This design comes from an exercise in tuning for small area, a short achievable clock period and few clock cycles on the open sky130 flow, not from production work.
The RTL was checked by simulation tests, not by an equivalence proof against the original design.
No driver is modelled on the clock port, so clocking that relies on it looks cheaper here than on a real chip.
Power is estimated from default activity; no workload was simulated.

Design LZ77_Encoder, start of the top module:
module LZ77_Encoder(clk,reset,chardata,valid,encode,finish,offset,match_len,char_nxt);
Size in the first run: ~620 cells after synthesis, ~7000 um^2 of cells after synthesis.
Settings: LEC_CHECK=0, CAP_MARGIN=20, CORE_MARGIN=2, CORE_UTILIZATION=50, SLEW_MARGIN=20; clock period 10.0 ns.
standard.sh (not shown) runs the stock make flow with config.mk's settings and CLKGATE_MAP_FILE= SYNTH_SCRIPT=/design/flow/synth_recipe.tcl, a recipe that flattens the netlist after the stock synthesis.
==> flow/flow/run.sh <==
#!/bin/bash
# Standard ORFS layout, with buf_4 port buffers and repair_timing aiming at
# a setup slack of 7.15 ns (the design's natural period is far below the 10 ns clock).
set -euo pipefail
export BUFFER_PORTS_ARGS="-buffer_cell sky130_fd_sc_hd__buf_4"
export SETUP_SLACK_MARGIN=7.15
export CTS_ARGS="-sink_clustering_enable -repair_clock_nets -dont_use_dummy_load -buf_list sky130_fd_sc_hd__clkbuf_16 -sink_clustering_size 50 -sink_clustering_max_diameter 100"
bash standard.sh finish > orfs_make.log 2>&1
The starting point produced a clean layout.
Testbench counts at the start, summed over its fixed seeds: cycles 16,448.
Rerun with:
==> flow/flow/run.sh (replaced) <==
#!/bin/bash
# Standard ORFS layout, with buf_4 port buffers and repair_timing aiming at
# a setup slack of 7.0 ns (the design's natural period is far below the 10 ns clock).
set -euo pipefail
export BUFFER_PORTS_ARGS="-buffer_cell sky130_fd_sc_hd__buf_4"
export SETUP_SLACK_MARGIN=7.0
bash standard.sh finish > orfs_make.log 2>&1
- CTS_BUF_LIST: default -> sky130_fd_sc_hd__clkbuf_8
The changed run finished with timing, DRC and antenna clean.
Count of clock-buffer cells in the layout rises by 2.
Final area falls by 5.1%.
Total power falls by 7.9%.
Clock power falls by 13%.
Utilization falls by 3.0 points.
Final cell count falls by 1.2%.
First-iteration DRC count rises by 3.0%.
Area after synthesis is unchanged.
Rerun with:
--- a/flow/flow/run.sh
+++ b/flow/flow/run.sh
@@ -6,0 +7,2 @@
+export CTS_ARGS="-sink_clustering_enable -repair_clock_nets -dont_use_dummy_load -buf_list sky130_fd_sc_hd__clkbuf_8 -sink_clustering_size 30"
+export POST_FLOORPLAN_TCL=$PWD/flow/downsize.tcl
==> flow/flow/downsize.tcl (new file) <==
# Size every combinational cell down to the smallest drive strength the
# platform allows; the flow's later repair steps size up what timing needs.
set db [ord::get_db]
set dont_use $::env(DONT_USE_CELLS)
set n 0
foreach inst [[ord::get_db_block] getInsts] {
  set m [[$inst getMaster] getName]
  if { ![regexp {^(sky130_fd_sc_hd__[a-z0-9]+)_(\d+)$} $m -> base drive] } { continue }
  if { [regexp {__(df|ed|sd|dl|tap|conb|fill|decap|clk)} $m] } { continue }
  foreach s {0 1 2 4} {
    set cand ${base}_$s
    if { $cand eq $m } { break }
    if { [lsearch -exact $dont_use $cand] >= 0 } { continue }
    set nm [$db findMaster $cand]
    if { $nm eq "NULL" } { continue }
    if { [$inst swapMaster $nm] } { incr n; break }
  }
}
puts "downsize: resized $n instances"
- ABC_AREA: default -> 1
- CTS_BUF_LIST: sky130_fd_sc_hd__clkbuf_8 -> default
=>
- die area shrinks by 2.7%
- worst hold slack is about the same
- total power decreases by 7.9%
- area after synthesis decreases by 2.8%
- design area goes down by 3.0%
- worst setup slack gets worse by 0.0060 ns
- sequential cell count is unchanged
- sequential power shrinks by 3.4%
- wire length came out higher by 5.5%
- final cell count grows by 15%
- non-clock buffer count came out higher by 8
Rerun with:
--- a/flow/flow/run.sh
+++ b/flow/flow/run.sh
@@ -7,2 +6,0 @@
-export CTS_ARGS="-sink_clustering_enable -repair_clock_nets -dont_use_dummy_load -buf_list sky130_fd_sc_hd__clkbuf_8 -sink_clustering_size 30"
-export POST_FLOORPLAN_TCL=$PWD/flow/downsize.tcl
- ABC_AREA: 1 -> default
- ABC_CLOCK_PERIOD_IN_PS: default -> 2500
removed: flow/flow/downsize.tcl
Outcome:
- The new run finished clean
- area after synthesis rises by a few percent
- core utilization went up by 0.68 points
- register-to-register slack got worse by 0.03 ns
- sequential share of layout area fell by 2.4 points
- via count decreases by about a fifth
- total power went up by about a fifth
- clock power grows by well over a third
- sequential power grows by a few percent

LZ77_Encoder, a different RTL version from the one above (not shown whole).
Size in the first run: ~180 flip-flops, roughly 31 I/O pins.
clock: 10.0 ns
lec_check: 0
abc_area: 1
cap_margin: 20
core_margin: 2
core_utilization: 50
slew_margin: 20
==> flow/flow/run.sh <==
#!/bin/bash
# Standard ORFS layout, with buf_4 port buffers and repair_timing aiming at
# a setup slack of 6.9 ns (the design's natural period is far below the 10 ns clock).
set -euo pipefail
export BUFFER_PORTS_ARGS="-buffer_cell sky130_fd_sc_hd__buf_2"
export SETUP_SLACK_MARGIN=6.9
export CTS_ARGS="-sink_clustering_enable -repair_clock_nets -dont_use_dummy_load -buf_list sky130_fd_sc_hd__clkbuf_8 -sink_clustering_size 30"
export POST_FLOORPLAN_TCL=$PWD/flow/restructure.tcl RMP_LIB=$FLOW_HOME/platforms/sky130hd/lib/sky130_fd_sc_hd__tt_025C_1v80.lib
export POST_CTS_TCL=$PWD/flow/clkinv.tcl CLKINV_ROOT=sky130_fd_sc_hd__clkinv_16 CLKINV_LEAF=sky130_fd_sc_hd__clkinv_8 CLKINV_MARGIN=7.15
bash standard.sh cts > orfs_make.log 2>&1
# after the clock tree is rebuilt, repair against the faster clock
export SETUP_SLACK_MARGIN=7.15
bash standard.sh finish > orfs_make2.log 2>&1
==> flow/flow/clkinv.tcl <==
# Rebuild the two-level clock tree that CTS made (one root buffer feeding
# leaf buffers that feed the flip-flops) from inverters: root clkinv_16,
# leaves clkinv_4. Two inversions keep the clock's polarity, every flip-flop
# still sees the same two stages, and inverters have far less delay than
# clkbuf cells. Then re-run the standard timing repair and legalisation.
set db [ord::get_db]
set block [ord::get_db_block]
set clk_net [[$block findBTerm clk] getNet]
proc swap_to_inv { inst mname } {
  set db [ord::get_db]
  set block [ord::get_db_block]
  set a [[$inst findITerm A] getNet]
  set x [[$inst findITerm X] getNet]
  set name [$inst getName]
  set loc [$inst getLocation]
  set orient [$inst getOrient]
  odb::dbInst_destroy $inst
  set new [odb::dbInst_create $block [$db findMaster $mname] $name]
  $new setOrient $orient
  $new setLocation [lindex $loc 0] [lindex $loc 1]
  $new setPlacementStatus PLACED
  [$new findITerm A] connect $a
  [$new findITerm Y] connect $x
  $new setSourceType TIMING
}
# root: the clkbuf driven by the clock port
set roots {}
foreach it [$clk_net getITerms] {
  if { [string match sky130_fd_sc_hd__clkbuf_* [[[$it getInst] getMaster] getName]] } { lappend roots [$it getInst] }
}
if { [llength $roots] != 1 } { error "clkinv: expected one root buffer, found [llength $roots]" }
set root [lindex $roots 0]
set root_out [[$root findITerm X] getNet]
set leaves {}
set bad 0
foreach it [$root_out getITerms] {
  if { [$it isOutputSignal] } { continue }
  set inst [$it getInst]
  if { ![string match sky130_fd_sc_hd__clkbuf_* [[$inst getMaster] getName]] } { incr bad; continue }
  # every load of a leaf must be a flip-flop clock pin
  foreach lt [[[$inst findITerm X] getNet] getITerms] {
    if { [$lt isOutputSignal] } { continue }
    if { ![regexp {__(df|ed|sd)} [[[$lt getInst] getMaster] getName]] } { incr bad }
  }
  lappend leaves $inst
}
if { $bad } { error "clkinv: clock tree is not root -> leaf buffers -> flip-flops ($bad)" }
puts "clkinv: root [$root getName], [llength $leaves] leaves"
swap_to_inv $root $::env(CLKINV_ROOT)
foreach l $leaves { swap_to_inv $l $::env(CLKINV_LEAF) }
estimate_parasitics -placement
report_clock_latency
set ::env(SETUP_SLACK_MARGIN) $::env(CLKINV_MARGIN)
repair_timing_helper
detailed_placement
check_placement -verbose
estimate_parasitics -placement
report_clock_latency
report_worst_slack -max
==> flow/flow/restructure.tcl <==
# Re-map the synthesized combinational logic for area (registers untouched),
# then size every combinational cell down to the smallest drive strength; the
# flow's later repair steps size up what timing needs.
# restructure reads a liberty file and ignores set_dont_use, so hand it a copy
# of the platform's library without the don't-use cells.
set rmp_dir $::env(RESULTS_DIR)/rmp
file mkdir $rmp_dir
set f [open $::env(RMP_LIB) r]
set lib [read $f]
close $f
set starts [regexp -all -indices -inline {\n\s*cell\s*\(\s*"?([A-Za-z0-9_]+)"?\s*\)} $lib]
set out ""
set prev 0
set dropped 0
for {set k 0} {$k < [llength $starts]} {incr k 2} {
  set s [lindex [lindex $starts $k] 0]
  set name [string range $lib {*}[lindex $starts [expr {$k + 1}]]]
  if { $k + 2 < [llength $starts] } {
    set e [expr {[lindex [lindex $starts [expr {$k + 2}]] 0] - 1}]
  } else {
    set e [expr {[string last "\}" $lib] - 1}]
  }
  set drop 0
  foreach pat $::env(DONT_USE_CELLS) { if { [string match $pat $name] } { set drop 1 } }
  append out [string range $lib $prev [expr {$s - 1}]]
  if { !$drop } { append out [string range $lib $s $e] } else { incr dropped }
  set prev [expr {$e + 1}]
}
append out [string range $lib $prev end]
set f [open $rmp_dir/rmp.lib w]
puts -nonewline $f $out
close $f
puts "restructure: library without $dropped don't-use cells"
restructure -target area -liberty_file $rmp_dir/rmp.lib \
  -tielo_port sky130_fd_sc_hd__conb_1/LO -tiehi_port sky130_fd_sc_hd__conb_1/HI \
  -work_dir $rmp_dir -abc_logfile $rmp_dir/abc.log
report_design_area
foreach inst [[ord::get_db_block] getInsts] {
  set m [[$inst getMaster] getName]
  foreach pat $::env(DONT_USE_CELLS) { if { [string match $pat $m] } { error "restructure: don't-use cell $m" } }
}
source [file join [file dirname [info script]] downsize.tcl]
Other scripts of this flow, unchanged in this note and not shown: flow/flow/downsize.tcl
The first run passed the timing, DRC and antenna checks.
Testbench counts at the start, summed over its fixed seeds: cycles 16,448.
Rerun with:
--- a/flow/flow/run.sh
+++ b/flow/flow/run.sh
@@ -8,2 +8,2 @@
-export POST_FLOORPLAN_TCL=$PWD/flow/restructure.tcl RMP_LIB=$FLOW_HOME/platforms/sky130hd/lib/sky130_fd_sc_hd__tt_025C_1v80.lib
-export POST_CTS_TCL=$PWD/flow/clkinv.tcl CLKINV_ROOT=sky130_fd_sc_hd__clkinv_16 CLKINV_LEAF=sky130_fd_sc_hd__clkinv_8 CLKINV_MARGIN=7.15
+export POST_FLOORPLAN_TCL=$PWD/flow/downsize.tcl
+export POST_CTS_TCL=$PWD/flow/clkinv.tcl CLKINV_ROOT=sky130_fd_sc_hd__clkinv_16 CLKINV_LEAF=sky130_fd_sc_hd__clkinv_4 CLKINV_MARGIN=7.15
removed: flow/flow/restructure.tcl
What happened: The changed run passed the timing, DRC and antenna checks. Register-to-register slack improves by 0.09 ns. Worst setup slack improves by 0.038 ns. Maximum frequency came out higher by 1.4%. Utilization came out higher by 3.3 points. Routed wire length came out higher by about 7%.
Rerun with:
--- a/flow/flow/run.sh
+++ b/flow/flow/run.sh
@@ -8 +8 @@
-export POST_FLOORPLAN_TCL=$PWD/flow/downsize.tcl
+export POST_FLOORPLAN_TCL=$PWD/flow/restructure.tcl RMP_LIB=$FLOW_HOME/platforms/sky130hd/lib/sky130_fd_sc_hd__tt_025C_1v80.lib
==> flow/flow/restructure.tcl (new file) <==
# Re-map the synthesized combinational logic for area (registers untouched),
# then size every combinational cell down to the smallest drive strength; the
# flow's later repair steps size up what timing needs.
# restructure reads a liberty file and ignores set_dont_use, so hand it a copy
# of the platform's library without the don't-use cells.
set rmp_dir $::env(RESULTS_DIR)/rmp
file mkdir $rmp_dir
set f [open $::env(RMP_LIB) r]
set lib [read $f]
close $f
set starts [regexp -all -indices -inline {\n\s*cell\s*\(\s*"?([A-Za-z0-9_]+)"?\s*\)} $lib]
set out ""
set prev 0
set dropped 0
for {set k 0} {$k < [llength $starts]} {incr k 2} {
  set s [lindex [lindex $starts $k] 0]
  set name [string range $lib {*}[lindex $starts [expr {$k + 1}]]]
  if { $k + 2 < [llength $starts] } {
    set e [expr {[lindex [lindex $starts [expr {$k + 2}]] 0] - 1}]
  } else {
    set e [expr {[string last "\}" $lib] - 1}]
  }
  set drop 0
  foreach pat $::env(DONT_USE_CELLS) { if { [string match $pat $name] } { set drop 1 } }
  append out [string range $lib $prev [expr {$s - 1}]]
  if { !$drop } { append out [string range $lib $s $e] } else { incr dropped }
  set prev [expr {$e + 1}]
}
append out [string range $lib $prev end]
set f [open $rmp_dir/rmp.lib w]
puts -nonewline $f $out
close $f
puts "restructure: library without $dropped don't-use cells"
restructure -target area -liberty_file $rmp_dir/rmp.lib \
  -tielo_port sky130_fd_sc_hd__conb_1/LO -tiehi_port sky130_fd_sc_hd__conb_1/HI \
  -work_dir $rmp_dir -abc_logfile $rmp_dir/abc.log
report_design_area
foreach inst [[ord::get_db_block] getInsts] {
  set m [[$inst getMaster] getName]
  foreach pat $::env(DONT_USE_CELLS) { if { [string match $pat $m] } { error "restructure: don't-use cell $m" } }
}
source [file join [file dirname [info script]] downsize.tcl]
What happened:
- The changed run completed without violations
- sequential power goes up by about 1%
- via count came out lower by 2.9%
- total power went up by 0.65%
- worst setup slack is better by 0.023 ns
Rerun with:
==> flow/flow/run.sh (replaced) <==
#!/bin/bash
# Standard ORFS layout, with buf_4 port buffers and repair_timing aiming at
# a setup slack of 6.9 ns (the design's natural period is far below the 10 ns clock).
set -euo pipefail
export BUFFER_PORTS_ARGS="-buffer_cell sky130_fd_sc_hd__buf_2"
export SETUP_SLACK_MARGIN=6.9
export CTS_ARGS="-sink_clustering_enable -repair_clock_nets -dont_use_dummy_load -buf_list sky130_fd_sc_hd__clkbuf_8 -sink_clustering_size 30"
export POST_FLOORPLAN_TCL=$PWD/flow/downsize.tcl
export POST_CTS_TCL=$PWD/flow/clkinv.tcl CLKINV_ROOT=sky130_fd_sc_hd__clkinv_16 CLKINV_LEAF=sky130_fd_sc_hd__clkinv_4 CLKINV_MARGIN=7.2
bash standard.sh finish > orfs_make.log 2>&1
removed: flow/flow/restructure.tcl
After rerunning: Flip-flop and latch count does not change; via count rises by 4.1%; fmax falls by 0.51%; first-iteration DRC count falls by 17%; global-route usage rises by 2.3 points; total power falls by 1.2%; routed wire length rises by 6.6%; final area rises by 7.6%; die area does not change.
Rerun with:
--- a/flow/flow/run.sh
+++ b/flow/flow/run.sh
@@ -8 +8 @@
-export POST_FLOORPLAN_TCL=$PWD/flow/downsize.tcl
+export POST_FLOORPLAN_TCL=$PWD/flow/restructure.tcl RMP_LIB=$FLOW_HOME/platforms/sky130hd/lib/sky130_fd_sc_hd__tt_025C_1v80.lib
==> flow/flow/restructure.tcl (new file) <==
# Re-map the synthesized combinational logic for area (registers untouched),
# then size every combinational cell down to the smallest drive strength; the
# flow's later repair steps size up what timing needs.
# restructure reads a liberty file and ignores set_dont_use, so hand it a copy
# of the platform's library without the don't-use cells.
set rmp_dir $::env(RESULTS_DIR)/rmp
file mkdir $rmp_dir
set f [open $::env(RMP_LIB) r]
set lib [read $f]
close $f
set starts [regexp -all -indices -inline {\n\s*cell\s*\(\s*"?([A-Za-z0-9_]+)"?\s*\)} $lib]
set out ""
set prev 0
set dropped 0
for {set k 0} {$k < [llength $starts]} {incr k 2} {
  set s [lindex [lindex $starts $k] 0]
  set name [string range $lib {*}[lindex $starts [expr {$k + 1}]]]
  if { $k + 2 < [llength $starts] } {
    set e [expr {[lindex [lindex $starts [expr {$k + 2}]] 0] - 1}]
  } else {
    set e [expr {[string last "\}" $lib] - 1}]
  }
  set drop 0
  foreach pat $::env(DONT_USE_CELLS) { if { [string match $pat $name] } { set drop 1 } }
  append out [string range $lib $prev [expr {$s - 1}]]
  if { !$drop } { append out [string range $lib $s $e] } else { incr dropped }
  set prev [expr {$e + 1}]
}
append out [string range $lib $prev end]
set f [open $rmp_dir/rmp.lib w]
puts -nonewline $f $out
close $f
puts "restructure: library without $dropped don't-use cells"
restructure -target area -liberty_file $rmp_dir/rmp.lib \
  -tielo_port sky130_fd_sc_hd__conb_1/LO -tiehi_port sky130_fd_sc_hd__conb_1/HI \
  -work_dir $rmp_dir -abc_logfile $rmp_dir/abc.log
report_design_area
foreach inst [[ord::get_db_block] getInsts] {
  set m [[$inst getMaster] getName]
  foreach pat $::env(DONT_USE_CELLS) { if { [string match $pat $m] } { error "restructure: don't-use cell $m" } }
}
source [file join [file dirname [info script]] downsize.tcl]
Worst hold slack is better by 0.0067 ns.
Setup slack got worse by 0.030 ns.
Power is about the same.

## static timing again, ports no longer ideal
No port has a modelled driver above. Below, the same layouts with a new extraction and two added sets of constraints.
Step 1 sets driving cells, clkbuf_16 on the clock port and buf_2 on the other inputs (assumed; they add their load-dependent delay and slew).
Step 2 times the ports against the registers' clock, not the clock port: input delays grow and output delays shrink by t, the midpoint of the rising clock arrivals with the driver on.
Three values: ideal ports, drivers, drivers and shift; two values: the first two.
| run | shift t [ns] | setup slack, ns | hold slack, ns |
|---|---|---|---|
| the first run of note 1 | 0.463 | 7.047 / 7.003 / 7.254 | 0.349 / 0.349 / 0.349 |
| the second run of note 1 | 0.492 | 7.003 / 6.964 / 7.137 | 0.352 / 0.352 / 0.352 |
| the third run of note 1 | 0.488 | 6.997 / 6.955 / 7.100 | 0.350 / 0.350 / 0.350 |
| the fourth run of note 1 | 0.469 | 7.033 / 6.989 / 7.071 | 0.358 / 0.358 / 0.358 |
| the first run of note 2 | 0.389 | 7.148 / 7.074 / 7.277 | 0.349 / 0.349 / 0.349 |
| the second run of note 2 | 0.319 | 7.186 / 7.111 / 7.369 | 0.343 / 0.343 / 0.343 |
| the third run of note 2 | 0.314 | 7.209 / 7.136 / 7.318 | 0.347 / 0.347 / 0.347 |
| the fourth run of note 2 | 0.318 | 7.195 / 7.121 / 7.195 | 0.344 / 0.344 / 0.344 |
| the fifth run of note 2 | 0.314 | 7.164 / 7.141 / 7.164 | 0.351 / 0.351 / 0.351 |
After both steps every run listed still meets setup and hold.
